From an optimization exercise on the open Yosys and OpenROAD flow, aimed at small area; shortcuts taken in it are not production practice.
Only simulation tests tie the RTL to the original design; equivalence was not proved.
Power and IR drop assume default switching activity.

==> job 8281: inputs <==
// Full_datapath
module Full_datapath( input clk, input rst,
 output [11:0] mem_addr, output [2:0] mem_func, output mem_re, output mem_we,
 output [31:0] mem_wdata, input [31:0] mem_rdata,
 output wb_we, output [4:0] wb_rd, output [31:0] wb_data);
==> flow/config.mk <==
export PLATFORM = sky130hd
export DESIGN_NAME = Full_datapath
export DESIGN_NICKNAME = Full_datapath
export VERILOG_FILES = /design/flow/design.v
export SDC_FILE = /design/flow/constraint.sdc
export NUM_CORES = 4
export LEC_CHECK = 0
export CAP_MARGIN = 20
export CORE_MARGIN = 2
export CORE_UTILIZATION = 55
export CTS_BUF_LIST = sky130_fd_sc_hd__clkbuf_8
export CTS_CLUSTER_DIAMETER = 60
export CTS_CLUSTER_SIZE = 14
export PLACE_DENSITY = 0.65
export SLEW_MARGIN = 20
export SYNTH_HIERARCHICAL = 1
export SYNTH_MINIMUM_KEEP_SIZE = 0
==> flow/constraint.sdc <==
create_clock -name core_clock -period 15.0 [get_ports {clk}]
set_input_delay 3.0000 -clock core_clock [delete_from_list [all_inputs] [get_ports {clk}]]
set_output_delay 3.0000 -clock core_clock [all_outputs]
set_load 0.01 [all_outputs]
standard.sh (not shown) runs the stock make flow with config.mk's settings and CLKGATE_MAP_FILE= SYNTH_SCRIPT=/design/flow/synth_recipe.tcl, a recipe that flattens the netlist after the stock synthesis.
==> flow/flow/run.sh <==
#!/bin/bash
# The standard layout, with single-drive buffers (buf_1) on the ports.
# Synthesis is the standard one, unchanged.
set -euo pipefail
bash standard.sh synth > synth.log 2>&1
bash standard.sh 'BUFFER_PORTS_ARGS=-buffer_cell sky130_fd_sc_hd__buf_1' finish > layout.log 2>&1
==> inputs of job 7381, as changes to job 8281 <==
==> flow/flow/run.sh (replaced) <==
#!/bin/bash
# The standard layout, with single-drive buffers on the ports and
# power recovery (downsizing of gates off the critical paths) after
# global routing. Synthesis is the standard one, unchanged.
set -euo pipefail
bash standard.sh synth > synth.log 2>&1
bash standard.sh 'BUFFER_PORTS_ARGS=-buffer_cell sky130_fd_sc_hd__buf_1' RECOVER_POWER=100 finish > layout.log 2>&1
==> inputs of job 5446, as changes to job 8281 <==
==> flow/run.sh (new file) <==
#!/bin/bash
# synth_recipe.tcl (not shown) runs the flow's synth.tcl, then flattens the netlist and writes it again
# the make line also repeats each setting of config.mk as NAME=value (left out here)
make -C /OpenROAD-flow-scripts/flow DESIGN_CONFIG=/design/flow/config.mk WORK_HOME=/design/flow/orfs CLKGATE_MAP_FILE= SYNTH_SCRIPT=/design/flow/synth_recipe.tcl finish
CTS_BUF_LIST = sky130_fd_sc_hd__clkbuf_16   (was sky130_fd_sc_hd__clkbuf_8)
CTS_CLUSTER_SIZE = 20   (was 14)
removed: flow/flow/run.sh
removed: flow/standard.sh
==> notes <==
Job 7381 finished with max-capacitance violations, max-slew violations left. Job 5446 completed with no timing, DRC or antenna violations. Job 8281 finished clean. Between job 8281 and job 5446, the lower global-route usage is in job 5446 (gap 0.17 points). Against job 5446, the combinational power of job 7381 is smaller by about 17%. Between job 7381 and job 5446, the lower first-iteration DRC count is in job 5446 (gap 2.8%, measured against job 5446). Synthesized cell count is the same in job 8281 and job 7381. Final cell count is about the same in job 5446 and job 8281. Via count is about the same in job 7381 and job 5446. Clock skew: job 5446 < job 8281 < job 7381. Of job 7381 and job 8281, job 7381 has the higher sequential share of layout area (gap 0.51 points). In critical path depth, job 8281 and job 7381 do not differ.

---

==> v3: inputs <==
Full_datapath, a different RTL version from the one above (not shown whole).
Design Full_datapath, start of the top module:
module Full_datapath( input clk, input rst,
 output [11:0] mem_addr, output [2:0] mem_func, output mem_re, output mem_we,
 output [31:0] mem_wdata, input [31:0] mem_rdata,
 output wb_we, output [4:0] wb_rd, output [31:0] wb_data);
Settings: LEC_CHECK=0, CAP_MARGIN=20, CORE_MARGIN=2, CORE_UTILIZATION=70, CTS_BUF_LIST=sky130_fd_sc_hd__clkbuf_8, CTS_CLUSTER_DIAMETER=80, CTS_CLUSTER_SIZE=16, PLACE_DENSITY=0.8, SLEW_MARGIN=20, SYNTH_HIERARCHICAL=1, SYNTH_MINIMUM_KEEP_SIZE=0; clock period 15.0 ns.
==> flow/flow/run.sh <==
#!/bin/bash
# The standard layout, with single-drive buffers (buf_1) on the ports.
# Synthesis is the standard one, unchanged.
set -euo pipefail
bash standard.sh synth > synth.log 2>&1
bash standard.sh 'BUFFER_PORTS_ARGS=-buffer_cell sky130_fd_sc_hd__buf_1' finish > layout.log 2>&1
==> v35: changes against v3 <==
--- a/flow/design.v
+++ b/flow/design.v
@@ -17,17 +17,17 @@
 wire [2:0] f3 = ir[14:12];
 wire [4:0] rd = ir[11:7];
 wire is_op   = op == 5'b01100;
 wire is_opi  = op == 5'b00100;
 wire is_ld   = op == 5'b00000;
 wire is_st   = op == 5'b01000;
 wire is_br   = op == 5'b11000;
+wire is_jal  = op == 5'b11011;
 wire is_jalr = op == 5'b11001;
-reg  is_aui;    
-reg  is_jal;
+wire is_aui  = op == 5'b00101;
 wire jump    = is_jal | is_jalr;
 wire ok      = ph & ~rdr;
 wire wen     = ok & (is_op | is_opi | is_ld | jump | is_aui) & (rd != 5'd0);
 wire [31:0] w;        
 wire [4:0] ra = ph ? ir[19:15] : ir[24:20];
 wire [31:1] wsel;
 wire [30:0] rsel;
@@ -153,23 +153,21 @@
   wbwe <= wen;
   rdr <= ph ? taken : rdr;
   pc <= pc_next;
   vld <= vld | wsel;
  end
 always @(posedge clk) begin
  ir1 <= mem_rdata[31:2];
- if (ph) begin
-  ir <= ir1;
-  is_aui <= ir1[6:2] == 5'b00101;
-  is_jal <= ir1[6:2] == 5'b11011;
- end
+ if (ph) ir <= ir1;
  wrd <= rd;
  r <= w;
 end
-assign mem_addr = ph ? sum[11:0] : pinc[11:0];
+generate for (k = 0; k < 12; k = k + 1) begin : ma
+ mx2 m(pinc[k], alu[k], ph, mem_addr[k]);
+end endgenerate
 assign mem_func = ph ? f3 : 3'b010;
 assign mem_re = ph ? ok & is_ld : pl;
 assign mem_we = ok & is_st;
 assign mem_wdata = r;
 assign wb_we = wbwe;
 assign wb_rd = wrd;
 assign wb_data = r;
==> flow/run.sh (new file) <==
#!/bin/bash
# synth_recipe.tcl (not shown) runs the flow's synth.tcl, then flattens the netlist and writes it again
# the make line also repeats each setting of config.mk as NAME=value (left out here)
make -C /OpenROAD-flow-scripts/flow DESIGN_CONFIG=/design/flow/config.mk WORK_HOME=/design/flow/orfs CLKGATE_MAP_FILE= SYNTH_SCRIPT=/design/flow/synth_recipe.tcl finish
==> flow/config.mk (replaced) <==
export PLATFORM = sky130hd
export DESIGN_NAME = Full_datapath
export DESIGN_NICKNAME = Full_datapath
export VERILOG_FILES = /design/flow/design.v
export SDC_FILE = /design/flow/constraint.sdc
export NUM_CORES = 4
export LEC_CHECK = 0
export CAP_MARGIN = 20
export CORE_MARGIN = 2
export CORE_UTILIZATION = 55
export CTS_BUF_LIST = sky130_fd_sc_hd__clkbuf_4
export PLACE_DENSITY = 0.65
export SLEW_MARGIN = 20
export SYNTH_HIERARCHICAL = 1
export SYNTH_MINIMUM_KEEP_SIZE = 0
removed: flow/flow/run.sh
removed: flow/standard.sh
==> v14: changes against v3 <==
==> flow/run.sh (new file) <==
#!/bin/bash
# synth_recipe.tcl (not shown) runs the flow's synth.tcl, then flattens the netlist and writes it again
# the make line also repeats each setting of config.mk as NAME=value (left out here)
make -C /OpenROAD-flow-scripts/flow DESIGN_CONFIG=/design/flow/config.mk WORK_HOME=/design/flow/orfs CLKGATE_MAP_FILE= SYNTH_SCRIPT=/design/flow/synth_recipe.tcl finish
==> flow/config.mk (replaced) <==
export PLATFORM = sky130hd
export DESIGN_NAME = Full_datapath
export DESIGN_NICKNAME = Full_datapath
export VERILOG_FILES = /design/flow/design.v
export SDC_FILE = /design/flow/constraint.sdc
export NUM_CORES = 4
export LEC_CHECK = 0
export CAP_MARGIN = 0
export CORE_MARGIN = 2
export CORE_UTILIZATION = 70
export CTS_BUF_LIST = sky130_fd_sc_hd__clkbuf_8
export CTS_CLUSTER_DIAMETER = 60
export CTS_CLUSTER_SIZE = 14
export PLACE_DENSITY = 0.8
export SLEW_MARGIN = 0
export SYNTH_HIERARCHICAL = 1
export SYNTH_MINIMUM_KEEP_SIZE = 0
removed: flow/flow/run.sh
removed: flow/standard.sh
==> summary of the runs <==
Between v35 and v14, the lower area after synthesis is in v14 (gap 0.29%, measured against v14). Via count: v35 > v14 > v3. The highest final cell count belongs to v35, the lowest to v3. First-iteration DRC count, lowest first: v35, v3, v14. In v3 the non-clock buffer count is lower than in v35, by 38. v35 completed with no timing, DRC or antenna violations. v14 ran to the end with no violations. v3 completed with no timing, DRC or antenna violations. The highest fmax belongs to v3, the lowest to v35. Between v35 and v14, the lower register-to-register slack is in v35 (gap 0.21 ns).

==> what the ideal ports hide <==
In the flow no input, the clock included, has a driving cell. The finished layouts below were timed again as built, in two steps.
Step 1: set_driving_cell puts a clkbuf_16 on clk and a buf_2 on each other input, an assumption about the parent block.
Step 2 times the ports against the registers' clock, not the clock port: input delays grow and output delays shrink by t, the midpoint of the rising clock arrivals with the driver on.
a / b / c = ideal ports / drivers / drivers and shift; a / b = the first two.
run	shift t [ns]	setup WS [ns]	worst hold slack (ns)	slew at the worst register clock pin (ns)	cell pins on the clock port's net
job 8281	0.816	0.569 / 0.569 / 0.569	0.408 / 0.408 / 0.408	0.10 / 0.10	1
job 7381	0.826	0.543 / 0.543 / 0.543	0.407 / 0.407 / 0.407	0.10 / 0.10	1
job 5446	0.734	0.526 / 0.526 / 0.526	0.405 / 0.405 / 0.405	0.08 / 0.08	1
v3	0.784	0.759 / 0.759 / 0.759	0.404 / 0.404 / 0.404	0.12 / 0.12	1
v35	1.229	0.194 / 0.134 / 0.468	0.312 / 0.312 / 0.312	0.08 / 0.08	1
v14	0.798	0.680 / 0.680 / 0.680	0.412 / 0.412 / 0.412	0.10 / 0.10	1
